This is an optimization exercise on Yosys and OpenROAD, whose aim is small area and a short achievable clock period, not a production implementation. Only simulation tests tie the RTL to the original design; equivalence was not proved. No activity file was given, so power comes from the tool's default toggle rates.

## flow/design.v (module list and top-level ports; edited modules follow where they fit)
// module RVPLIC: 2017 lines
module RVPLIC (
  input      [31:0]   io_sb_SBaddress,
  input               io_sb_SBvalid,
  input      [31:0]   io_sb_SBwdata,
  input               io_sb_SBwrite,
  input      [3:0]    io_sb_SBsize,
  output              io_sb_SBready,
  output     [31:0]   io_sb_SBrdata,
  input               io_sel,
  output              io_irq_pending,
  input               io_has_pending_irq_0,
  input               io_has_pending_irq_1,
  input               io_has_pending_irq_2,
  input               io_has_pending_irq_3,
  input               io_has_pending_irq_4,
  input               io_has_pending_irq_5,
  input               io_has_pending_irq_6,
  input               io_has_pending_irq_7,
  input               io_has_pending_irq_8,
  input               io_has_pending_irq_9,
  input               io_has_pending_irq_10,
  input               io_has_pending_irq_11,
  input               io_has_pending_irq_12,
  input               io_has_pending_irq_13,
  input               io_has_pending_irq_14,
  input               io_has_pending_irq_15,
  input               io_has_pending_irq_16,
  input               io_has_pending_irq_17,
  input               io_has_pending_irq_18,
  input               io_has_pending_irq_19,
  input               io_has_pending_irq_20,
  input               io_has_pending_irq_21,
  input               io_has_pending_irq_22,
  input               io_has_pending_irq_23,
  input               io_has_pending_irq_24,
  input               io_has_pending_irq_25,
  input               io_has_pending_irq_26,
  input               io_has_pending_irq_27,
  input               io_has_pending_irq_28,
  input               io_has_pending_irq_29,
  input               io_has_pending_irq_30,
  input               io_has_pending_irq_31,
  input               io_has_pending_irq_32,
  input               io_has_pending_irq_33,
  input               io_has_pending_irq_34,
  input               io_has_pending_irq_35,
  input               io_has_pending_irq_36,
  input               io_has_pending_irq_37,
  input               io_has_pending_irq_38,
  input               io_has_pending_irq_39,
  input               io_has_pending_irq_40,
  input               io_has_pending_irq_41,
  input               io_has_pending_irq_42,
  input               io_has_pending_irq_43,
  input               io_has_pending_irq_44,
  input               io_has_pending_irq_45,
  input               io_has_pending_irq_46,
  input               io_has_pending_irq_47,
  input               io_has_pending_irq_48,
  input               io_has_pending_irq_49,
  input               io_has_pending_irq_50,
  input               io_has_pending_irq_51,
  input               io_has_pending_irq_52,
  input               clk,
  input               reset
);
  // ...
==> flow/run.sh <==
#!/bin/bash
# synth_recipe.tcl (not shown) runs the flow's synth.tcl, then flattens the netlist and writes it again
# the make line also repeats each setting of config.mk as NAME=value (left out here)
make -C /OpenROAD-flow-scripts/flow DESIGN_CONFIG=/design/flow/config.mk WORK_HOME=/design/flow/orfs CLKGATE_MAP_FILE= SYNTH_SCRIPT=/design/flow/synth_recipe.tcl finish
==> flow/config.mk <==
export PLATFORM = sky130hd
export DESIGN_NAME = RVPLIC
export DESIGN_NICKNAME = RVPLIC
export VERILOG_FILES = /design/flow/design.v
export SDC_FILE = /design/flow/constraint.sdc
export NUM_CORES = 4
export LEC_CHECK = 0
export CAP_MARGIN = 20
export CORE_MARGIN = 2
export CORE_UTILIZATION = 40
export SLEW_MARGIN = 20
==> flow/constraint.sdc <==
create_clock -name core_clock -period 80.0 [get_ports {clk}]
set_input_delay 16.0000 -clock core_clock [delete_from_list [all_inputs] [get_ports {clk}]]
set_output_delay 16.0000 -clock core_clock [all_outputs]
set_load 0.01 [all_outputs]
==> impl_metrics.yaml, run 1 <==
placement:
  dp_slack_ns: 1.154
floorplanning:
  taps: 864
  io_pins: 160
  initial_core_util_pct: 40.32
  fp.dieW_um: 261.2
  dieArea_mm2: 0.06822
pwr:
  comb_cell_power_uw: 18.5
  seqPwrFrac_pct: 43.3
  p_switching_uw: 96.18
  p_int_uw: 293.5
  p_leak_uw: 0.01419
  peakVddDrop_mv: 0.01496
  top_power_group: "clock"
cts:
  cts_setup_buffers: 0
  cts_tree: "yes"
  clk_transition_reported_paths_ns: 0.06
  cts_max_level: 2
  cts_root_buf: "clkbuf_16"
worst_setup_path:
  cp.required_ns: 80.50
  regToRegStartpoint: "interrupt_threshold[1]$_DFFE_PP1P_"
  r2r_cells: 401
  critPathLaunchType: "flip-flop"
status:
  run_status: "timing/DRC/antenna clean"
timing:
  worst_slew_pin_slew_ns: 1.169
  fin_ws_ns: 5.543
  fin_tns_setup_ns: 0
cells_and_area:
  multi_input_area_share_pct: 55.97
  clkCellAreaFrac_pct: 4.768
  multi_input_area_mm2: 0.01728
  drive_gt1_share_pct: 12.15
  largest_reg_flops: 52
  final_common_cell: "dfrtp_1"
  diodes: 3
hold_path:
  hold_end: "interrupt_priorities_0[1]$_DFFE_PP0P_"
  hold_path_depth: 0
detailed_routing:
  wl_met1_um: 46870
yosys:
  yosys.area_share.adder_pct: 14.61
  synthSimpleGateAreaFrac_pct: 18.31
  synthMostInstantiatedCell: "dfrtp_1"
  synth_nets: 3523
  avgSynthCellArea_um2: 8.568
  ys_types: 89
  synth-edff-count: 0
  synth_top_flop_cell: "dfrtp_1"
grt:
  antenna_found_initial: 5
==> inputs of run 2 (changes only) <==
==> flow/design.v (replaced) <==
module RVPLIC (
  input      [31:0]   io_sb_SBaddress,
  input               io_sb_SBvalid,
  input      [31:0]   io_sb_SBwdata,
  input               io_sb_SBwrite,
  input      [3:0]    io_sb_SBsize,
  output              io_sb_SBready,
  output     [31:0]   io_sb_SBrdata,
  input               io_sel,
  output              io_irq_pending,
  input               io_has_pending_irq_0,
  input               io_has_pending_irq_1,
  input               io_has_pending_irq_2,
  input               io_has_pending_irq_3,
  input               io_has_pending_irq_4,
  input               io_has_pending_irq_5,
  input               io_has_pending_irq_6,
  input               io_has_pending_irq_7,
  input               io_has_pending_irq_8,
  input               io_has_pending_irq_9,
  input               io_has_pending_irq_10,
  input               io_has_pending_irq_11,
  input               io_has_pending_irq_12,
  input               io_has_pending_irq_13,
  input               io_has_pending_irq_14,
  input               io_has_pending_irq_15,
  input               io_has_pending_irq_16,
  input               io_has_pending_irq_17,
  input               io_has_pending_irq_18,
  input               io_has_pending_irq_19,
  input               io_has_pending_irq_20,
  input               io_has_pending_irq_21,
  input               io_has_pending_irq_22,
  input               io_has_pending_irq_23,
  input               io_has_pending_irq_24,
  input               io_has_pending_irq_25,
  input               io_has_pending_irq_26,
  input               io_has_pending_irq_27,
  input               io_has_pending_irq_28,
  input               io_has_pending_irq_29,
  input               io_has_pending_irq_30,
  input               io_has_pending_irq_31,
  input               io_has_pending_irq_32,
  input               io_has_pending_irq_33,
  input               io_has_pending_irq_34,
  input               io_has_pending_irq_35,
  input               io_has_pending_irq_36,
  input               io_has_pending_irq_37,
  input               io_has_pending_irq_38,
  input               io_has_pending_irq_39,
  input               io_has_pending_irq_40,
  input               io_has_pending_irq_41,
  input               io_has_pending_irq_42,
  input               io_has_pending_irq_43,
  input               io_has_pending_irq_44,
  input               io_has_pending_irq_45,
  input               io_has_pending_irq_46,
  input               io_has_pending_irq_47,
  input               io_has_pending_irq_48,
  input               io_has_pending_irq_49,
  input               io_has_pending_irq_50,
  input               io_has_pending_irq_51,
  input               io_has_pending_irq_52,
  input               clk,
  input               reset
);
  wire [52:0] irq_in = {io_has_pending_irq_52, io_has_pending_irq_51, io_has_pending_irq_50, io_has_pending_irq_49, io_has_pending_irq_48, io_has_pending_irq_47, io_has_pending_irq_46, io_has_pending_irq_45, io_has_pending_irq_44, io_has_pending_irq_43, io_has_pending_irq_42, io_has_pending_irq_41, io_has_pending_irq_40, io_has_pending_irq_39, io_has_pending_irq_38, io_has_pending_irq_37, io_has_pending_irq_36, io_has_pending_irq_35, io_has_pending_irq_34, io_has_pending_irq_33, io_has_pending_irq_32, io_has_pending_irq_31, io_has_pending_irq_30, io_has_pending_irq_29, io_has_pending_irq_28, io_has_pending_irq_27, io_has_pending_irq_26, io_has_pending_irq_25, io_has_pending_irq_24, io_has_pending_irq_23, io_has_pending_irq_22, io_has_pending_irq_21, io_has_pending_irq_20, io_has_pending_irq_19, io_has_pending_irq_18, io_has_pending_irq_17, io_has_pending_irq_16, io_has_pending_irq_15, io_has_pending_irq_14, io_has_pending_irq_13, io_has_pending_irq_12, io_has_pending_irq_11, io_has_pending_irq_10, io_has_pending_irq_9, io_has_pending_irq_8, io_has_pending_irq_7, io_has_pending_irq_6, io_has_pending_irq_5, io_has_pending_irq_4, io_has_pending_irq_3, io_has_pending_irq_2, io_has_pending_irq_1, io_has_pending_irq_0};
  reg          rdy;
  reg  [5:0]   claim;
  reg          irq_pend;
  reg  [158:3] prio;       
  reg  [52:0]  pend;
  reg  [52:1]  en;
  reg  [2:0]   thr;
  reg  [31:0]  rdata;
  assign io_sb_SBready  = rdy;
  assign io_sb_SBrdata  = rdata;
  assign io_irq_pending = irq_pend;
  wire [21:0] A   = io_sb_SBaddress[21:0];
  wire        acc = io_sb_SBvalid & io_sel;
  wire        wr  = acc & io_sb_SBwrite;
  wire        rd  = acc & ~io_sb_SBwrite;
  wire [5:0]  idx = A[7:2];
  wire        hi0 = ~|A[21:8];
  wire        low0 = ~|A[7:0];
  wire        prio_hit = hi0 & (idx != 6'd0) & ((idx < 6'd52) | ((idx == 6'd52) & (A[1:0] == 2'd0)));
  wire        mid_1000 = (A[21:12] == 10'h001) & ~|A[11:3] & (A[1:0] == 2'd0);
  wire        mid_2000 = (A[21:12] == 10'h002) & ~|A[11:3] & (A[1:0] == 2'd0);
  wire        mid_2000_ = (A[21:12] == 10'h200) & ~|A[11:3] & (A[1:0] == 2'd0);
  wire        pend0_hit = mid_1000  & ~A[2];
  wire        pend1_hit = mid_1000  &  A[2];
  wire        en0_hit   = mid_2000  & ~A[2];
  wire        en1_hit   = mid_2000  &  A[2];
  wire        thr_hit   = mid_2000_ & ~A[2];
  wire        claim_hit = mid_2000_ &  A[2];
  wire [52:1] p2, p1, p0, le;
  genvar gi;
  generate for (gi = 1; gi <= 52; gi = gi + 1) begin : g_src
    assign p2[gi] = prio[3*gi+2];
    assign p1[gi] = prio[3*gi+1];
    assign p0[gi] = prio[3*gi];
    wire x0 = ~prio[3*gi] | thr[0];
    wire x1 = (~prio[3*gi+1] & thr[1]) | (~prio[3*gi+1] & x0) | (thr[1] & x0);
    assign le[gi] = (~prio[3*gi+2] & thr[2]) | (~prio[3*gi+2] & x1) | (thr[2] & x1);
  end endgenerate
  wire [52:1] e  = pend[52:1] & en & le;
  wire        any = |e;
  wire        M2 = |(e & p2);
  wire [52:1] c1 = e & (p2 | {52{~M2}});
  wire        M1 = |(c1 & p1);
  wire [52:1] c2 = c1 & (p1 | {52{~M1}});
  wire        M0 = |(c2 & p0);
  wire [52:1] f  = c2 & (p0 | {52{~M0}});
  wire [63:0] fl = {11'd0, f, 1'b0};
  wire [31:0] v1;  wire [31:0] i1;
  wire [15:0] v2;  wire [31:0] i2;
  wire [7:0]  v3;  wire [23:0] i3;
  wire [3:0]  v4;  wire [15:0] i4;
  wire [1:0]  v5;  wire [9:0]  i5;
  wire [5:0]  best;
  generate
    for (gi = 0; gi < 32; gi = gi + 1) begin : l1
      assign v1[gi] = fl[2*gi] | fl[2*gi+1];
      assign i1[gi] = ~fl[2*gi];
    end
    for (gi = 0; gi < 16; gi = gi + 1) begin : l2
      assign v2[gi] = v1[2*gi] | v1[2*gi+1];
      assign i2[2*gi+1:2*gi] = v1[2*gi] ? {1'b0, i1[2*gi]} : {1'b1, i1[2*gi+1]};
    end
    for (gi = 0; gi < 8; gi = gi + 1) begin : l3
      assign v3[gi] = v2[2*gi] | v2[2*gi+1];
      assign i3[3*gi+2:3*gi] = v2[2*gi] ? {1'b0, i2[4*gi+1:4*gi]} : {1'b1, i2[4*gi+3:4*gi+2]};
    end
    for (gi = 0; gi < 4; gi = gi + 1) begin : l4
      assign v4[gi] = v3[2*gi] | v3[2*gi+1];
      assign i4[4*gi+3:4*gi] = v3[2*gi] ? {1'b0, i3[6*gi+2:6*gi]} : {1'b1, i3[6*gi+5:6*gi+3]};
    end
    for (gi = 0; gi < 2; gi = gi + 1) begin : l5
      assign v5[gi] = v4[2*gi] | v4[2*gi+1];
      assign i5[5*gi+4:5*gi] = v4[2*gi] ? {1'b0, i4[8*gi+3:8*gi]} : {1'b1, i4[8*gi+7:8*gi+4]};
    end
  endgenerate
  assign best = v5[0] ? {1'b0, i5[4:0]} : {1'b1, i5[9:5]};
  wire [63:0] en_ext = {11'd0, en, 1'b0};
  wire        cmp = wr & claim_hit & ~|io_sb_SBwdata[31:6] & en_ext[io_sb_SBwdata[5:0]];
  wire        claim_z = (claim == 6'd0);
  reg  [2:0]  prio_rd;
  integer k;
  always @(*) begin
    prio_rd = 3'd0;
    for (k = 1; k <= 52; k = k + 1)
      if (idx == k) prio_rd = prio[3*k +: 3];
  end
  wire [31:0] rd_val = ({32{prio_hit}}  & {29'd0, prio_rd})
                     | ({32{pend0_hit}} & pend[31:0])
                     | ({32{pend1_hit}} & {11'd0, pend[52:32]})
                     | ({32{en0_hit}}   & {en[31:1], 1'b0})
                     | ({32{en1_hit}}   & {11'd0, en[52:32]})
                     | ({32{thr_hit}}   & {29'd0, thr})
                     | ({32{claim_hit}} & {26'd0, claim});
  wire rd_hit = rd & (prio_hit | pend0_hit | pend1_hit | en0_hit | en1_hit | thr_hit | claim_hit);
  wire clr_en = rd & claim_hit;
  always @(posedge clk or posedge reset) begin
    if (reset) begin
      rdy      <= 1'b0;
      claim    <= 6'd0;
      irq_pend <= 1'b0;
      prio     <= {156{1'b0}};
      pend     <= 53'd0;
      en       <= 52'd0;
      thr      <= 3'b111;
      rdata    <= 32'd0;
    end else begin
      rdy <= acc;
      for (k = 1; k <= 52; k = k + 1)
        if (wr & prio_hit & (idx == k)) prio[3*k +: 3] <= io_sb_SBwdata[2:0];
      if (wr & en0_hit) en[31:1]  <= io_sb_SBwdata[31:1];
      if (wr & en1_hit) en[52:32] <= io_sb_SBwdata[20:0];
      if (wr & thr_hit) thr <= io_sb_SBwdata[2:0];
      pend[0] <= pend[0] | irq_in[0];
      for (k = 1; k <= 52; k = k + 1)
        pend[k] <= (pend[k] | irq_in[k]) & ~(clr_en & (claim == k));
      if (rd_hit) rdata <= rd_val;
      if (claim_z) begin
        if (any) begin
          claim    <= best;
          irq_pend <= 1'b1;
        end
      end else if (cmp) begin
        claim    <= 6'd0;
        irq_pend <= 1'b0;
      end
    end
  end
endmodule
==> run 2 against run 1 <==
Still clean; die area shrank 16%; utilization shrank 0.50 points; cell count shrank 16%; register-to-register slack gained 65 ns; worst hold slack gained 0.072 ns; clock-buffer cell count shrank 10; worst setup slack gained 53 ns; sequential cell count shrank 29; critical path depth shrank 383; synthesized area shrank 16%; routed wire length grew 15%.
==> impl_metrics.yaml, run 2 <==
status:
  run_status: "timing/DRC/antenna clean"
worst_setup_path:
  cp.arrival_ns: 21.50
  end_kind: "flip-flop"
  r2r_setup_slack_ns: 70.62
  critPathLaunchType: "input pin"
  worstSetupPathType: "input pin to flip-flop"
  cp.required_ns: 80.44
  cp_max_fo: 14
pwr:
  p_leak_uw: 0.009900
  peakVddDrop_mv: 0.01665
  power.density_mw_per_mm2: 13.84
timing:
  min_period_ns: 21.06
  slew_headroom_pct: 14.50
  timing.hold.ws_ns: 0.4846
  worst_slew_pin_slew_ns: 1.271
  fin_crit_sh_pct: 26.33
  fin_worst_skew_ns: 0.01777
  fin_tns_setup_ns: 0
  fmax_mhz: 47.47
  slew_violations: 0
  setup_violations: 0
  rsz0062_at_grt: "false"
  hold_viol: 0
cts:
  cts_root_buf: "clkbuf_16"
  cts_resized: 0
  clock_latency_ns: 0.58
  cts_tree: "yes"
  clk_transition_reported_paths_ns: 0.06
  cts.sinks: 304
  cts_setup_buffers: 0
  cts_inserted_buffers: 39
  cts_buffer_depth: 3
  cts_hold_buf: 0
  cts_max_level: 2
placement:
  globalplace.congestion: 1.097
  port_buffers: 145
  place_hpwl_um: 102400
hold_path:
  hp-class: "flip-flop to flip-flop"
cells_and_area:
  drive_gt1_share_pct: 13.30
  area_growth_pct: 15.37
  nFillCells: 5355
  final_cell_mix: "nand2_1, dfrtp_1, nor2_1, o21ai_0, mux2_2"
  largest_reg_flops: 156
  reg.largest.list: "prio: 156 flops, pend: 53 flops, en: 52 flops"
  final_common_cell: "nand2_1"
  largest-register: "prio"
  final_nets: 2825
floorplanning:
  core_mm2: 0.05499
  dieArea_mm2: 0.05737
  initial_core_util_pct: 40.36
  die_h_um: 239.5
  io_pins: 160
  rows: 86
  fp.dieW_um: 239.5
job:
  drv_cap: 0
grt:
  antenna_found_initial: 8
  grt_util_all_layers_pct: 45.15
  grt_max_degree: 120
  overflow: 0
  grt_pass1_wl_um: 179500
  grt_pass1_vias: 22560
yosys:
  ys_seq_area_share_pct: 34.30
  synth_top_cells_by_count: "nand2_1, dfrtp_1, nor2_1"
  syn-cell-area_mm2: 0.02219
  synth_top_area_cell: "dfrtp_1"
  netlist_instances: 2621
  ys_seq_elements: 304
  ys_warn_count: 1
  synth_nets: 2747
  synth-edff-count: 0
  synth_top_flop_cell: "dfrtp_1"
  avgSynthCellArea_um2: 8.466
  synthMostInstantiatedCell: "nand2_1"
  synth_area_leaders: "dfrtp_1, mux2_2, nand2_1, o21ai_0, nor2_1"
  synth_top_area_share_pct: 33.94
  ys_types: 100
  async_flop_share_pct: 100.0
detailed_routing:
  antenna_left: 0
  wl_um: 131400
  routedWlPerCell_um: 37.76
  firstDrtPassIters: 6
  via_per_inst: 7.094
  routed-via-count: 24680
  route.detailed.drc: 0
  initialDrtViolationCount: 3968
==> run 2: cell types whose count changed after synthesis, moves of 56 or more <==
| cell | previous run | this run |
|---|---|---|
| ha_1 | 309 | 0 |
| inv_1 | 198 | 74 |
| nor2_1 | 309 | 190 |
| a21oi_1 | 202 | 138 |
| nand2b_1 | 21 | 79 |
| a31oi_1 | 70 | 14 |
==> run 2: kinds of logic (layout without fill, tap and decap cells) <==
family / count (synthesis) / in the layout / share of synthesized area (%)
other: 0 / 2 / 0
DFF: 304 / 304 / 34.30
AOI/OAI and AO/OA: 777 / 777 / 24.22
muxes: 181 / 181 / 9.845
adders and majority gates: 57 / 57 / 2.605
and+or+nand+nor: 1069 / 1069 / 24.52
buffers and inverters: 233 / 341 / 4.516
==> run 2: power by group <==
part	leakage, µW	internal (µW)	switching, µW
clock	0.000633	107	76.4
sequential	0.00389	154	0.0138
combinational	0.00537	6.20	11.2
==> run 2: final timing paths <==
check	start	endpoint	cells after the start
max in group asynchronous	reset	en[39]$_DFFE_PP0P_	4
max	io_sb_SBaddress[4]	rdata[1]$_DFFE_PP0P_	18
min reg2reg	rdata[30]$_DFFE_PP0P_	rdata[30]$_DFFE_PP0P_	2
min	rdata[30]$_DFFE_PP0P_	rdata[30]$_DFFE_PP0P_	2
max reg2reg	thr[2]$_DFFE_PP1P_	claim[0]$_DFFE_PP0P_	20
min in group asynchronous	reset	prio[6]$_DFFE_PP0P_	2
==> run 2: stage by stage <==
step / setup WS, ns / cell area (µm²) / cells / power [µW] / util (%)
4_1_cts: 59.31 / 25580 / 3476 / 356.0 / 46.53
6_report: 58.94 / 25600 / 3479 / 354.3 / 46.56
5_1_grt: 59.07 / 25600 / 3477 / 363.4 / 46.55
3_5_place_dp: 58.72 / 24280 / 3405 / 173.7 / 44.16
3_3_place_gp: 58.74 / 24270 / 3405 / 173.5 / 44.15
2_1_floorplan: 55.60 / 22190 / 2621 / 162.9 / -
==> run 2: metal layers <==
metal  GRT usage (%)  vias up  share of wire (%)
li1                -    10080                  -
met1           59.45    12220                 38
met2           64.83     1926                 41
met3           14.20      453                 13
met4           26.36        6                7.5
met5               0        -              0.027
==> run 2: cell type report <==
type	count	area, µm²	share of cell area, %
multi-input combinational	2084	13650	53.31
inverter	75	289.0	1.129
clock inverter	23	260.3	1.017
clock buffer	48	1040	4.061
timing repair buffer	195	1809	7.067
tap	748	935.9	3.656
antenna	2	5.005	0.01955
sequential	304	7615	29.74
==> run 2: critical path, cell delays in order <==
cell and delay [ns]:
clkdlybuf4s50_1 0.72, nor2b_1 0.33, nand2_1 0.51, nor2_1 0.25, a222oi_1 0.44, nand3_1 0.14
o221ai_1 0.79, nand2_1 0.11, mux2i_1 0.15, nand3_1 0.08, o21ai_0 0.12, a41oi_1 0.23
a221o_1 0.33, mux2i_1 0.34, and4b_1 0.25, o31ai_1 0.18, a211oi_1 0.43, a21oi_1 0.07
==> module RVPLIC, before the edit <==
module RVPLIC (
  input      [31:0]   io_sb_SBaddress,
  input               io_sb_SBvalid,
  input      [31:0]   io_sb_SBwdata,
  input               io_sb_SBwrite,
  input      [3:0]    io_sb_SBsize,
  output              io_sb_SBready,
  output     [31:0]   io_sb_SBrdata,
  input               io_sel,
  output              io_irq_pending,
  input               io_has_pending_irq_0,
  input               io_has_pending_irq_1,
  input               io_has_pending_irq_2,
  input               io_has_pending_irq_3,
  input               io_has_pending_irq_4,
  input               io_has_pending_irq_5,
  input               io_has_pending_irq_6,
  input               io_has_pending_irq_7,
  input               io_has_pending_irq_8,
  input               io_has_pending_irq_9,
  input               io_has_pending_irq_10,
  input               io_has_pending_irq_11,
  input               io_has_pending_irq_12,
  input               io_has_pending_irq_13,
  input               io_has_pending_irq_14,
  input               io_has_pending_irq_15,
  input               io_has_pending_irq_16,
  input               io_has_pending_irq_17,
  input               io_has_pending_irq_18,
  input               io_has_pending_irq_19,
  input               io_has_pending_irq_20,
  input               io_has_pending_irq_21,
  input               io_has_pending_irq_22,
  input               io_has_pending_irq_23,
  input               io_has_pending_irq_24,
  input               io_has_pending_irq_25,
  input               io_has_pending_irq_26,
  input               io_has_pending_irq_27,
  input               io_has_pending_irq_28,
  input               io_has_pending_irq_29,
  input               io_has_pending_irq_30,
  input               io_has_pending_irq_31,
  input               io_has_pending_irq_32,
  input               io_has_pending_irq_33,
  input               io_has_pending_irq_34,
  input               io_has_pending_irq_35,
  input               io_has_pending_irq_36,
  input               io_has_pending_irq_37,
  input               io_has_pending_irq_38,
  input               io_has_pending_irq_39,
  input               io_has_pending_irq_40,
  input               io_has_pending_irq_41,
  input               io_has_pending_irq_42,
  input               io_has_pending_irq_43,
  input               io_has_pending_irq_44,
  input               io_has_pending_irq_45,
  input               io_has_pending_irq_46,
  input               io_has_pending_irq_47,
  input               io_has_pending_irq_48,
  input               io_has_pending_irq_49,
  input               io_has_pending_irq_50,
  input               io_has_pending_irq_51,
  input               io_has_pending_irq_52,
  input               clk,
  input               reset
);
  wire [52:0] irq_in = {io_has_pending_irq_52, io_has_pending_irq_51, io_has_pending_irq_50, io_has_pending_irq_49, io_has_pending_irq_48, io_has_pending_irq_47, io_has_pending_irq_46, io_has_pending_irq_45, io_has_pending_irq_44, io_has_pending_irq_43, io_has_pending_irq_42, io_has_pending_irq_41, io_has_pending_irq_40, io_has_pending_irq_39, io_has_pending_irq_38, io_has_pending_irq_37, io_has_pending_irq_36, io_has_pending_irq_35, io_has_pending_irq_34, io_has_pending_irq_33, io_has_pending_irq_32, io_has_pending_irq_31, io_has_pending_irq_30, io_has_pending_irq_29, io_has_pending_irq_28, io_has_pending_irq_27, io_has_pending_irq_26, io_has_pending_irq_25, io_has_pending_irq_24, io_has_pending_irq_23, io_has_pending_irq_22, io_has_pending_irq_21, io_has_pending_irq_20, io_has_pending_irq_19, io_has_pending_irq_18, io_has_pending_irq_17, io_has_pending_irq_16, io_has_pending_irq_15, io_has_pending_irq_14, io_has_pending_irq_13, io_has_pending_irq_12, io_has_pending_irq_11, io_has_pending_irq_10, io_has_pending_irq_9, io_has_pending_irq_8, io_has_pending_irq_7, io_has_pending_irq_6, io_has_pending_irq_5, io_has_pending_irq_4, io_has_pending_irq_3, io_has_pending_irq_2, io_has_pending_irq_1, io_has_pending_irq_0};
  reg          rdy;
  reg  [5:0]   claim;
  reg          irq_pend;
  reg  [158:3] prio;       
  reg  [52:0]  pend;
  reg  [52:1]  en;
  reg  [2:0]   thr;
  reg  [31:0]  rdata;
  assign io_sb_SBready  = rdy;
  assign io_sb_SBrdata  = rdata;
  assign io_irq_pending = irq_pend;
  wire [21:0] A   = io_sb_SBaddress[21:0];
  wire        acc = io_sb_SBvalid & io_sel;
  wire        wr  = acc & io_sb_SBwrite;
  wire        rd  = acc & ~io_sb_SBwrite;
  wire [5:0]  idx = A[7:2];
  wire        hi0 = ~|A[21:8];
  wire        low0 = ~|A[7:0];
  wire        prio_hit = hi0 & (idx != 6'd0) & ((idx < 6'd52) | ((idx == 6'd52) & (A[1:0] == 2'd0)));
  wire        mid_1000 = (A[21:12] == 10'h001) & ~|A[11:3] & (A[1:0] == 2'd0);
  wire        mid_2000 = (A[21:12] == 10'h002) & ~|A[11:3] & (A[1:0] == 2'd0);
  wire        mid_2000_ = (A[21:12] == 10'h200) & ~|A[11:3] & (A[1:0] == 2'd0);
  wire        pend0_hit = mid_1000  & ~A[2];
  wire        pend1_hit = mid_1000  &  A[2];
  wire        en0_hit   = mid_2000  & ~A[2];
  wire        en1_hit   = mid_2000  &  A[2];
  wire        thr_hit   = mid_2000_ & ~A[2];
  wire        claim_hit = mid_2000_ &  A[2];
  wire [52:1] p2, p1, p0, le;
  genvar gi;
  generate for (gi = 1; gi <= 52; gi = gi + 1) begin : g_src
    assign p2[gi] = prio[3*gi+2];
    assign p1[gi] = prio[3*gi+1];
    assign p0[gi] = prio[3*gi];
    wire x0 = ~prio[3*gi] | thr[0];
    wire x1 = (~prio[3*gi+1] & thr[1]) | (~prio[3*gi+1] & x0) | (thr[1] & x0);
    assign le[gi] = (~prio[3*gi+2] & thr[2]) | (~prio[3*gi+2] & x1) | (thr[2] & x1);
  end endgenerate
  wire [52:1] e  = pend[52:1] & en & le;
  wire        any = |e;
  wire        M2 = |(e & p2);
  wire [52:1] c1 = e & (p2 | {52{~M2}});
  wire        M1 = |(c1 & p1);
  wire [52:1] c2 = c1 & (p1 | {52{~M1}});
  wire        M0 = |(c2 & p0);
  wire [52:1] f  = c2 & (p0 | {52{~M0}});
  wire [63:0] fl = {11'd0, f, 1'b0};
  wire [31:0] v1;  wire [31:0] i1;
  wire [15:0] v2;  wire [31:0] i2;
  wire [7:0]  v3;  wire [23:0] i3;
  wire [3:0]  v4;  wire [15:0] i4;
  wire [1:0]  v5;  wire [9:0]  i5;
  wire [5:0]  best;
  generate
    for (gi = 0; gi < 32; gi = gi + 1) begin : l1
      assign v1[gi] = fl[2*gi] | fl[2*gi+1];
      assign i1[gi] = ~fl[2*gi];
    end
    for (gi = 0; gi < 16; gi = gi + 1) begin : l2
      assign v2[gi] = v1[2*gi] | v1[2*gi+1];
      assign i2[2*gi+1:2*gi] = v1[2*gi] ? {1'b0, i1[2*gi]} : {1'b1, i1[2*gi+1]};
    end
    for (gi = 0; gi < 8; gi = gi + 1) begin : l3
      assign v3[gi] = v2[2*gi] | v2[2*gi+1];
      assign i3[3*gi+2:3*gi] = v2[2*gi] ? {1'b0, i2[4*gi+1:4*gi]} : {1'b1, i2[4*gi+3:4*gi+2]};
    end
    for (gi = 0; gi < 4; gi = gi + 1) begin : l4
      assign v4[gi] = v3[2*gi] | v3[2*gi+1];
      assign i4[4*gi+3:4*gi] = v3[2*gi] ? {1'b0, i3[6*gi+2:6*gi]} : {1'b1, i3[6*gi+5:6*gi+3]};
    end
    for (gi = 0; gi < 2; gi = gi + 1) begin : l5
      assign v5[gi] = v4[2*gi] | v4[2*gi+1];
      assign i5[5*gi+4:5*gi] = v4[2*gi] ? {1'b0, i4[8*gi+3:8*gi]} : {1'b1, i4[8*gi+7:8*gi+4]};
    end
  endgenerate
  assign best = v5[0] ? {1'b0, i5[4:0]} : {1'b1, i5[9:5]};
  wire [63:0] en_ext = {11'd0, en, 1'b0};
  wire        cmp = wr & claim_hit & ~|io_sb_SBwdata[31:6] & en_ext[io_sb_SBwdata[5:0]];
  wire        claim_z = (claim == 6'd0);
  reg  [2:0]  prio_rd;
  integer k;
  always @(*) begin
    prio_rd = 3'd0;
    for (k = 1; k <= 52; k = k + 1)
      if (idx == k) prio_rd = prio[3*k +: 3];
  end
  wire [31:0] rd_val = ({32{prio_hit}}  & {29'd0, prio_rd})
                     | ({32{pend0_hit}} & pend[31:0])
                     | ({32{pend1_hit}} & {11'd0, pend[52:32]})
                     | ({32{en0_hit}}   & {en[31:1], 1'b0})
                     | ({32{en1_hit}}   & {11'd0, en[52:32]})
                     | ({32{thr_hit}}   & {29'd0, thr})
                     | ({32{claim_hit}} & {26'd0, claim});
  wire rd_hit = rd & (prio_hit | pend0_hit | pend1_hit | en0_hit | en1_hit | thr_hit | claim_hit);
  wire clr_en = rd & claim_hit;
  always @(posedge clk or posedge reset) begin
    if (reset) begin
      rdy      <= 1'b0;
      claim    <= 6'd0;
      irq_pend <= 1'b0;
      prio     <= {156{1'b0}};
      pend     <= 53'd0;
      en       <= 52'd0;
      thr      <= 3'b111;
      rdata    <= 32'd0;
    end else begin
      rdy <= acc;
      for (k = 1; k <= 52; k = k + 1)
        if (wr & prio_hit & (idx == k)) prio[3*k +: 3] <= io_sb_SBwdata[2:0];
      if (wr & en0_hit) en[31:1]  <= io_sb_SBwdata[31:1];
      if (wr & en1_hit) en[52:32] <= io_sb_SBwdata[20:0];
      if (wr & thr_hit) thr <= io_sb_SBwdata[2:0];
      pend[0] <= pend[0] | irq_in[0];
      for (k = 1; k <= 52; k = k + 1)
        pend[k] <= (pend[k] | irq_in[k]) & ~(clr_en & (claim == k));
      if (rd_hit) rdata <= rd_val;
      if (claim_z) begin
        if (any) begin
          claim    <= best;
          irq_pend <= 1'b1;
        end
      end else if (cmp) begin
        claim    <= 6'd0;
        irq_pend <= 1'b0;
      end
    end
  end
endmodule
==> inputs of run 3 (changes only) <==
==> flow/design.v (replaced) <==
module RVPLIC (
  input      [31:0]   io_sb_SBaddress,
  input               io_sb_SBvalid,
  input      [31:0]   io_sb_SBwdata,
  input               io_sb_SBwrite,
  input      [3:0]    io_sb_SBsize,
  output              io_sb_SBready,
  output     [31:0]   io_sb_SBrdata,
  input               io_sel,
  output              io_irq_pending,
  input               io_has_pending_irq_0,
  input               io_has_pending_irq_1,
  input               io_has_pending_irq_2,
  input               io_has_pending_irq_3,
  input               io_has_pending_irq_4,
  input               io_has_pending_irq_5,
  input               io_has_pending_irq_6,
  input               io_has_pending_irq_7,
  input               io_has_pending_irq_8,
  input               io_has_pending_irq_9,
  input               io_has_pending_irq_10,
  input               io_has_pending_irq_11,
  input               io_has_pending_irq_12,
  input               io_has_pending_irq_13,
  input               io_has_pending_irq_14,
  input               io_has_pending_irq_15,
  input               io_has_pending_irq_16,
  input               io_has_pending_irq_17,
  input               io_has_pending_irq_18,
  input               io_has_pending_irq_19,
  input               io_has_pending_irq_20,
  input               io_has_pending_irq_21,
  input               io_has_pending_irq_22,
  input               io_has_pending_irq_23,
  input               io_has_pending_irq_24,
  input               io_has_pending_irq_25,
  input               io_has_pending_irq_26,
  input               io_has_pending_irq_27,
  input               io_has_pending_irq_28,
  input               io_has_pending_irq_29,
  input               io_has_pending_irq_30,
  input               io_has_pending_irq_31,
  input               io_has_pending_irq_32,
  input               io_has_pending_irq_33,
  input               io_has_pending_irq_34,
  input               io_has_pending_irq_35,
  input               io_has_pending_irq_36,
  input               io_has_pending_irq_37,
  input               io_has_pending_irq_38,
  input               io_has_pending_irq_39,
  input               io_has_pending_irq_40,
  input               io_has_pending_irq_41,
  input               io_has_pending_irq_42,
  input               io_has_pending_irq_43,
  input               io_has_pending_irq_44,
  input               io_has_pending_irq_45,
  input               io_has_pending_irq_46,
  input               io_has_pending_irq_47,
  input               io_has_pending_irq_48,
  input               io_has_pending_irq_49,
  input               io_has_pending_irq_50,
  input               io_has_pending_irq_51,
  input               io_has_pending_irq_52,
  input               clk,
  input               reset
);
  wire [52:0] irq_in = {io_has_pending_irq_52, io_has_pending_irq_51, io_has_pending_irq_50, io_has_pending_irq_49, io_has_pending_irq_48, io_has_pending_irq_47, io_has_pending_irq_46, io_has_pending_irq_45, io_has_pending_irq_44, io_has_pending_irq_43, io_has_pending_irq_42, io_has_pending_irq_41, io_has_pending_irq_40, io_has_pending_irq_39, io_has_pending_irq_38, io_has_pending_irq_37, io_has_pending_irq_36, io_has_pending_irq_35, io_has_pending_irq_34, io_has_pending_irq_33, io_has_pending_irq_32, io_has_pending_irq_31, io_has_pending_irq_30, io_has_pending_irq_29, io_has_pending_irq_28, io_has_pending_irq_27, io_has_pending_irq_26, io_has_pending_irq_25, io_has_pending_irq_24, io_has_pending_irq_23, io_has_pending_irq_22, io_has_pending_irq_21, io_has_pending_irq_20, io_has_pending_irq_19, io_has_pending_irq_18, io_has_pending_irq_17, io_has_pending_irq_16, io_has_pending_irq_15, io_has_pending_irq_14, io_has_pending_irq_13, io_has_pending_irq_12, io_has_pending_irq_11, io_has_pending_irq_10, io_has_pending_irq_9, io_has_pending_irq_8, io_has_pending_irq_7, io_has_pending_irq_6, io_has_pending_irq_5, io_has_pending_irq_4, io_has_pending_irq_3, io_has_pending_irq_2, io_has_pending_irq_1, io_has_pending_irq_0};
  reg          rdy;
  reg  [5:0]   claim;
  reg          irq_pend;
  reg  [158:3] prio;       
  reg  [52:0]  pend;
  reg  [52:1]  en;
  reg  [2:0]   thr;
  reg  [31:0]  rdata;
  assign io_sb_SBready  = rdy;
  assign io_sb_SBrdata  = rdata;
  assign io_irq_pending = irq_pend;
  wire [21:0] A    = io_sb_SBaddress[21:0];
  wire [31:0] wd   = io_sb_SBwdata;
  wire        acc  = io_sb_SBvalid & io_sel;
  wire        wr   = acc & io_sb_SBwrite;
  wire        rd   = acc & ~io_sb_SBwrite;
  wire        hi0  = ~|A[21:8];
  wire        a10z = ~|A[1:0];
  wire [5:0]  idx  = A[7:2];
  wire        prio_hit = hi0 & (idx != 6'd0) & ((idx < 6'd52) | ((idx == 6'd52) & a10z));
  wire        m1000 = (A[21:12] == 10'h001) & ~|A[11:3] & a10z;
  wire        m2000 = (A[21:12] == 10'h002) & ~|A[11:3] & a10z;
  wire        m2000h = (A[21:12] == 10'h200) & ~|A[11:3] & a10z;
  wire        pend0_hit = m1000  & ~A[2];
  wire        pend1_hit = m1000  &  A[2];
  wire        en0_hit   = m2000  & ~A[2];
  wire        en1_hit   = m2000  &  A[2];
  wire        thr_hit   = m2000h & ~A[2];
  wire        claim_hit = m2000h &  A[2];
  wire [6:0]  rw;      
  wire [6:0]  rr;      
  wire [7:0]  cc;      
  wire [7:0]  cw0, cw1, cw2;
  genvar gi;
  generate
    for (gi = 0; gi < 7; gi = gi + 1) begin : g_row
      assign rw[gi] = wr & hi0 & (idx[5:3] == gi);
      assign rr[gi] = rd & hi0 & (idx[5:3] == gi);
    end
    for (gi = 0; gi < 8; gi = gi + 1) begin : g_col
      assign cc[gi]  = (idx[2:0] == gi);
      assign cw0[gi] = cc[gi] & wd[0];
      assign cw1[gi] = cc[gi] & wd[1];
      assign cw2[gi] = cc[gi] & wd[2];
    end
  endgenerate
  wire       c52 = cc[4] & a10z;
  wire [2:0] cw52 = {3{c52}} & wd[2:0];
  wire [158:3] prio_d;
  generate
    for (gi = 1; gi <= 51; gi = gi + 1) begin : g_pw
      pri_wr u_pw (.q(prio[3*gi+2:3*gi]), .r(rw[gi/8]), .c(cc[gi%8]),
                   .cw({cw2[gi%8], cw1[gi%8], cw0[gi%8]}), .d(prio_d[3*gi+2:3*gi]));
    end
  endgenerate
  pri_wr u_pw52 (.q(prio[158:156]), .r(rw[6]), .c(c52), .cw(cw52), .d(prio_d[158:156]));
  wire [2:0] prio_rd;
  wire [20:0] row_rd;    
  generate
    for (gi = 0; gi < 7; gi = gi + 1) begin : g_rrow
      wire [23:0] rowq;
      wire [7:0]  csel;
      if (gi == 0) begin : r0
        assign rowq = {prio[23:3], 3'b000};
        assign csel = {cc[7:1], 1'b0};
      end else if (gi == 6) begin : r6
        assign rowq = {9'd0, prio[158:144]};
        assign csel = {3'b000, c52, cc[3:0]};
      end else begin : rn
        assign rowq = prio[24*gi+23:24*gi];
        assign csel = cc;
      end
      assign row_rd[3*gi+0] = rr[gi] & |(csel & {rowq[21], rowq[18], rowq[15], rowq[12], rowq[9], rowq[6], rowq[3], rowq[0]});
      assign row_rd[3*gi+1] = rr[gi] & |(csel & {rowq[22], rowq[19], rowq[16], rowq[13], rowq[10], rowq[7], rowq[4], rowq[1]});
      assign row_rd[3*gi+2] = rr[gi] & |(csel & {rowq[23], rowq[20], rowq[17], rowq[14], rowq[11], rowq[8], rowq[5], rowq[2]});
    end
  endgenerate
  assign prio_rd[0] = row_rd[0] | row_rd[3] | row_rd[6] | row_rd[9]  | row_rd[12] | row_rd[15] | row_rd[18];
  assign prio_rd[1] = row_rd[1] | row_rd[4] | row_rd[7] | row_rd[10] | row_rd[13] | row_rd[16] | row_rd[19];
  assign prio_rd[2] = row_rd[2] | row_rd[5] | row_rd[8] | row_rd[11] | row_rd[14] | row_rd[17] | row_rd[20];
  wire [2:0]  tn = ~thr;
  wire        M2, M1, M0;
  wire [52:1] g2, g1, g0, f;
  generate for (gi = 1; gi <= 52; gi = gi + 1) begin : g_arb
    arb_src u_as (.pend(pend[gi]), .en(en[gi]), .p(prio[3*gi+2:3*gi]), .tn(tn),
                  .M2n(~M2), .M1n(~M1), .M0n(~M0),
                  .g2(g2[gi]), .g1(g1[gi]), .g0(g0[gi]), .f(f[gi]));
  end endgenerate
  assign M2 = |g2;
  assign M1 = |g1;
  assign M0 = |g0;
  wire [5:0] best;
  pri_enc u_pe (.f(f), .id(best));
  wire any = |best;
  wire [63:0] en_ext = {11'd0, en, 1'b0};
  wire        cmp = wr & claim_hit & ~|wd[31:6] & en_ext[wd[5:0]];
  wire        claim_z = ~|claim;
  wire pend0_r = rd & pend0_hit, pend1_r = rd & pend1_hit;
  wire en0_r = rd & en0_hit, en1_r = rd & en1_hit;
  wire thr_r = rd & thr_hit, claim_r = rd & claim_hit;
  wire rd_hit = (rd & prio_hit) | pend0_r | pend1_r | en0_r | en1_r | thr_r | claim_r;
  wire [31:0] rd_val = {29'd0, prio_rd}
                     | ({32{pend0_r}} & pend[31:0])
                     | ({32{pend1_r}} & {11'd0, pend[52:32]})
                     | ({32{en0_r}}   & {en[31:1], 1'b0})
                     | ({32{en1_r}}   & {11'd0, en[52:32]})
                     | ({32{thr_r}}   & {29'd0, thr})
                     | ({32{claim_r}} & {26'd0, claim});
  wire [31:0] rdata_d = (rdata & {32{~rd_hit}}) | rd_val;
  wire [6:0] ch;
  wire [7:0] cl;
  generate
    for (gi = 0; gi < 7; gi = gi + 1) begin : g_ch
      assign ch[gi] = claim_r & (claim[5:3] == gi);
    end
    for (gi = 0; gi < 8; gi = gi + 1) begin : g_cl
      assign cl[gi] = (claim[2:0] == gi);
    end
  endgenerate
  wire [52:0] pend_d;
  assign pend_d[0] = pend[0] | irq_in[0];
  generate for (gi = 1; gi <= 52; gi = gi + 1) begin : g_pd
    pend_upd u_pu (.q(pend[gi]), .s(irq_in[gi]), .r(ch[gi/8]), .c(cl[gi%8]), .d(pend_d[gi]));
  end endgenerate
  wire en0_w = wr & en0_hit, en1_w = wr & en1_hit;
  wire [52:1] en_d;
  generate for (gi = 1; gi <= 52; gi = gi + 1) begin : g_en
    if (gi < 32) begin : lo
      ao22 u_e (.a(en[gi]), .b(~en0_w), .c(en0_w), .d(wd[gi]), .y(en_d[gi]));
    end else begin : hi
      ao22 u_e (.a(en[gi]), .b(~en1_w), .c(en1_w), .d(wd[gi-32]), .y(en_d[gi]));
    end
  end endgenerate
  integer k;
  always @(posedge clk or posedge reset) begin
    if (reset) begin
      rdy      <= 1'b0;
      claim    <= 6'd0;
      irq_pend <= 1'b0;
      prio     <= {156{1'b0}};
      pend     <= 53'd0;
      en       <= 52'd0;
      thr      <= 3'b111;
      rdata    <= 32'd0;
    end else begin
      rdy   <= acc;
      prio  <= prio_d;
      en    <= en_d;
      pend  <= pend_d;
      rdata <= rdata_d;
      if (wr & thr_hit) thr <= wd[2:0];
      if (claim_z) begin
        claim    <= best;
        irq_pend <= any;
      end else if (cmp) begin
        claim    <= 6'd0;
        irq_pend <= 1'b0;
      end
    end
  end
endmodule
module pri_wr (input [2:0] q, input r, input c, input [2:0] cw, output [2:0] d);
  wire wen = ~(r & c);
  assign d = (q & {3{wen}}) | ({3{r}} & cw);
endmodule
module ao22 (input a, input b, input c, input d, output y);
  assign y = (a & b) | (c & d);
endmodule
module pend_upd (input q, input s, input r, input c, output d);
  assign d = (q | s) & ~(r & c);
endmodule
module arb_src (input pend, input en, input [2:0] p, input [2:0] tn,
                input M2n, input M1n, input M0n,
                output g2, output g1, output g0, output f);
  wire gt0 = p[0] & tn[0];
  wire gt1 = (p[1] & tn[1]) | (p[1] & gt0) | (tn[1] & gt0);
  wire gt  = (p[2] & tn[2]) | (p[2] & gt1) | (tn[2] & gt1);
  wire e   = pend & en & ~gt;
  assign g2 = e & p[2];
  wire c1  = e & (p[2] | M2n);
  assign g1 = c1 & p[1];
  wire c2  = c1 & (p[1] | M1n);
  assign g0 = c2 & p[0];
  assign f  = c2 & (p[0] | M0n);
endmodule
module pri_enc (input [52:1] f, output [5:0] id);
  reg [5:0] b;
  integer k;
  always @(*) begin
    b = 6'd0;
    for (k = 52; k >= 1; k = k - 1)
      if (f[k]) b = k;
  end
  assign id = b;
endmodule
--- a/flow/config.mk
+++ b/flow/config.mk
@@ -10,2 +10,3 @@
 export CORE_UTILIZATION = 40
 export SLEW_MARGIN = 20
+export SYNTH_HIERARCHICAL = 1
==> run 3 against run 2 <==
Maximum frequency up 7.1%; non-clock buffer count up 6; via count down 20%; cell count down 19%; clock skew down 0.0032 ns; routed wire length down 31%.
==> impl_metrics.yaml, run 3 <==
placement:
  port_buffers: 145
  dp_slack_ns: 59.89
  globalplace.congestion: 0.9982
  place_hpwl_um: 64360
  placed_area_mm2: 0.02289
yosys:
  synth_top_flop_cell: "dfrtp_1"
  syn-cell-area_mm2: 0.02027
  synth_top_area_cell: "dfrtp_1"
  synth_top_area_share_pct: 37.15
  synthMostInstantiatedCell: "dfrtp_1"
  synth_top_cells_by_count: "dfrtp_1, a22o_1, nor4_1"
  async_flop_share_pct: 100.0
  avgSynthCellArea_um2: 10.52
  synth-edff-count: 0
  netlist_instances: 1928
  synth_area_leaders: "dfrtp_1, a22o_1, nor4b_2, nor4_1, a2bb2oi_2"
  synth_nets: 2054
  ys_seq_elements: 304
  ys_warn_count: 8
  ys_types: 77
  ys_seq_area_share_pct: 37.54
grt:
  grt_max_degree: 98
  grt_util_all_layers_pct: 33.88
  overflow: 0
  antenna_found_initial: 1
  grt_pass1_wl_um: 131000
  grt_pass1_vias: 18840
cts:
  clock_latency_ns: 0.58
  cts_hold_buf: 0
  cts_tree: "yes"
  cts_resized: 0
  cts_buffer_depth: 3
  cts_max_level: 2
  clk_transition_reported_paths_ns: 0.06
  cts.sinks: 304
  cts_setup_buffers: 0
  cts_root_buf: "clkbuf_16"
  cts_inserted_buffers: 37
detailed_routing:
  firstDrtPassIters: 5
  routed-via-count: 19720
  via_per_inst: 7.016
  initialDrtViolationCount: 2255
  antenna_left: 0
  routedWlPerCell_um: 32.24
  route.detailed.drc: 0
  wl_um: 90630
hold_path:
  hp-class: "flip-flop to flip-flop"
job:
  drv_cap: 0
cells_and_area:
  stdcell_area_mm2: 0.02408
  drive_gt1_share_pct: 24.42
  final_nets: 2239
  largest_reg_flops: 156
  largest-register: "prio"
  final_common_cell: "dfrtp_1"
  area_growth_pct: 18.78
  reg.largest.list: "prio: 156 flops, pend: 53 flops, en: 52 flops"
  nFillCells: 4620
  final_cell_mix: "dfrtp_1, a22o_1, nor4_1, clkdlybuf4s50_1, nand2_1"
timing:
  worst_slew_pin_slew_ns: 1.239
  fin_ws_ns: 60.34
  fin_worst_skew_ns: 0.01454
  slew_headroom_pct: 16.97
  rsz0062_at_grt: "false"
  fmax_mhz: 50.86
  slew_violations: 0
  setup_violations: 0
  min_period_ns: 19.66
  fin_crit_sh_pct: 24.58
  fin_tns_setup_ns: 0
  hold_viol: 0
pwr:
  p_leak_uw: 0.008375
  peakVddDrop_mv: 0.01399
  power.density_mw_per_mm2: 14.32
worst_setup_path:
  crit_chain: "clkdlybuf4s50_1 > or3_1 > or4_1 > nor4_2 > nand2_1 > nor2_1 > a2bb2oi_2"
  worstSetupPathType: "input pin to flip-flop"
  cp_top_family: "simple AND/OR/NAND/NOR gates"
  cpPeakStageDelay_ns: 0.92
  cp_max_fo: 14
  cp.required_ns: 80.41
  end_kind: "flip-flop"
  cp.arrival_ns: 20.07
  critPathLaunchType: "input pin"
  cp_slowest_cell: "nor2_1"
  cp_num_buf_inv: 1
floorplanning:
  initial_core_util_pct: 40.49
  dieArea_mm2: 0.05250
  fp.dieW_um: 229.1
  io_pins: 160
  rows: 82
  core_mm2: 0.05007
  die_h_um: 229.1
status:
  run_status: "timing/DRC/antenna clean"
## run 3: cell count changes in the layout (fill, tap and decap cells not counted), moves of 103 or more
cell / delta
a22o_1: +203
o21ai_0: -120
nor2_1: -135
a21oi_1: -110
mux2_2: -130
nand2_1: -195
nor4b_2: +103
nor4_1: +124
## run 3: logic make-up (layout without fill, tap and decap cells)
logic type | count (synthesis) | after routing | share of synthesized area, %
and+or+nand+nor | 697 | 697 | 24.11
DFF | 304 | 304 | 37.54
other | 0 | 1 | 0
muxes | 123 | 123 | 7.418
buffers and inverters | 132 | 342 | 2.580
AOI/OAI and AO/OA | 672 | 672 | 28.35
## run 3: cell type report
| class | count | area (µm²) | share of cell area, % |
|---|---|---|---|
| Timing Repair Buffer | 201 | 1866 | 7.747 |
| Inverter | 77 | 304.0 | 1.263 |
| Clock buffer | 59 | 1119 | 4.645 |
| Multi-Input combinational cell | 1492 | 12300 | 51.09 |
| Antenna cell | 1 | 2.502 | 0.01039 |
| Sequential cell | 304 | 7611 | 31.60 |
| Tap cell | 672 | 840.8 | 3.491 |
| Clock inverter | 5 | 35.03 | 0.1455 |
## run 3: worst paths after layout
check | from | to | slack (ns) | cells past startpoint
min in group asynchronous | reset | en[25]$_DFF_PP0_ | 15.97 | 2
max reg2reg | thr[2]$_DFFE_PP1P_ | irq_pend$_DFFE_PP0P_ | 68.19 | 31
max | io_sb_SBaddress[5] | pend[30]$_DFF_PP0_ | 60.34 | 7
max in group asynchronous | reset | en[48]$_DFF_PP0_ | 62.54 | 3
min reg2reg | rdata[5]$_DFF_PP0_ | rdata[5]$_DFF_PP0_ | 0.48 | 2
min | rdata[5]$_DFF_PP0_ | rdata[5]$_DFF_PP0_ | 0.48 | 2
## run 3: through the flow
stage / cells / util (%) / hold slack [ns] / total power (µW)
6_report: 2811 / 48.10 / 0.4832 / 344.8
5_1_grt: 2810 / 48.09 / 0.4975 / 352.5
4_1_cts: 2808 / 48.01 / 0.4813 / 345.2
3_5_place_dp: 2744 / 45.71 / 0.4596 / 181.0
3_3_place_gp: 2743 / 45.67 / 0.4610 / 180.9
2_1_floorplan: 1928 / - / 0.4354 / 167.2
## run 3: worst min-delay path: stages, from the launching register on
cell,delay [ns]
dfrtp_1,0.35
nand2_1,0.05
nand2_1,0.05
## run 3: modules after synthesis, one instance, submodules excluded
module / times used / cells inside / flops+latches
pri_enc: 1 / 117 / 0
pri_wr: 52 / 4 / 0
arb_src: 52 / 12 / 0
RVPLIC: 1 / 875 / 304
pend_upd: 52 / 1 / 0
ao22: 52 / 1 / 0
## run 3: power by group
| group | switching (µW) | internal [µW] | leakage (µW) | total, µW |
|---|---|---|---|---|
| Clock | 70.4 | 95.5 | 0.000565 | 166 |
| Sequential | 0.0165 | 154 | 0.00388 | 154 |
| Combinational | 16.0 | 9.04 | 0.00393 | 25.0 |
| Total | 86.4 | 258 | 0.00837 | 345 |
## run 3: metal layers
layer  part of all wire [%]  GRT usage, %  vias up
li1                       -             -     8317
met5                      0             0        -
met2                     44         50.88     1184
met1                     40         44.34     9968
met3                     10         8.603      254
met4                    6.1         19.42        0

-- afterwards: timing with drivers on the ports --
No port has a modelled driver above. Below, the same layouts with a new extraction and two added sets of constraints.
Step 1 (the two cells are an assumption about what drives the block):
set clk [get_ports {clk}]
set_driving_cell -lib_cell sky130_fd_sc_hd__clkbuf_16 $clk
set_driving_cell -lib_cell sky130_fd_sc_hd__buf_2 [delete_from_list [all_inputs] $clk]
Step 2 adds t to the input delays and takes it off the output delays; t is the mean of the earliest and latest rising clock arrival at the registers after step 1. Input paths then give back, and output paths get back, about the clock's delay inside the block.
Three values: ideal, step 1, step 2; two values: the first two.
run	t (ns)	slack for setup (ns)	worst hold slack (ns)	worst data-port slew with drivers (ns)	pins driven straight from the clock port
run 1	0.649	5.543 / 5.543 / 5.543	0.413 / 0.413 / 0.413	0.07	1
run 2	0.627	58.936 / 58.972 / 58.345	0.485 / 0.485 / 0.485	0.05	1
run 3	0.629	60.338 / 60.367 / 59.739	0.483 / 0.483 / 0.483	0.05	1
After both steps every run listed still meets setup and hold. For run 3, which loses most, drivers alone change the setup slack by +0.029 ns; drivers and shift together by -0.599 ns.
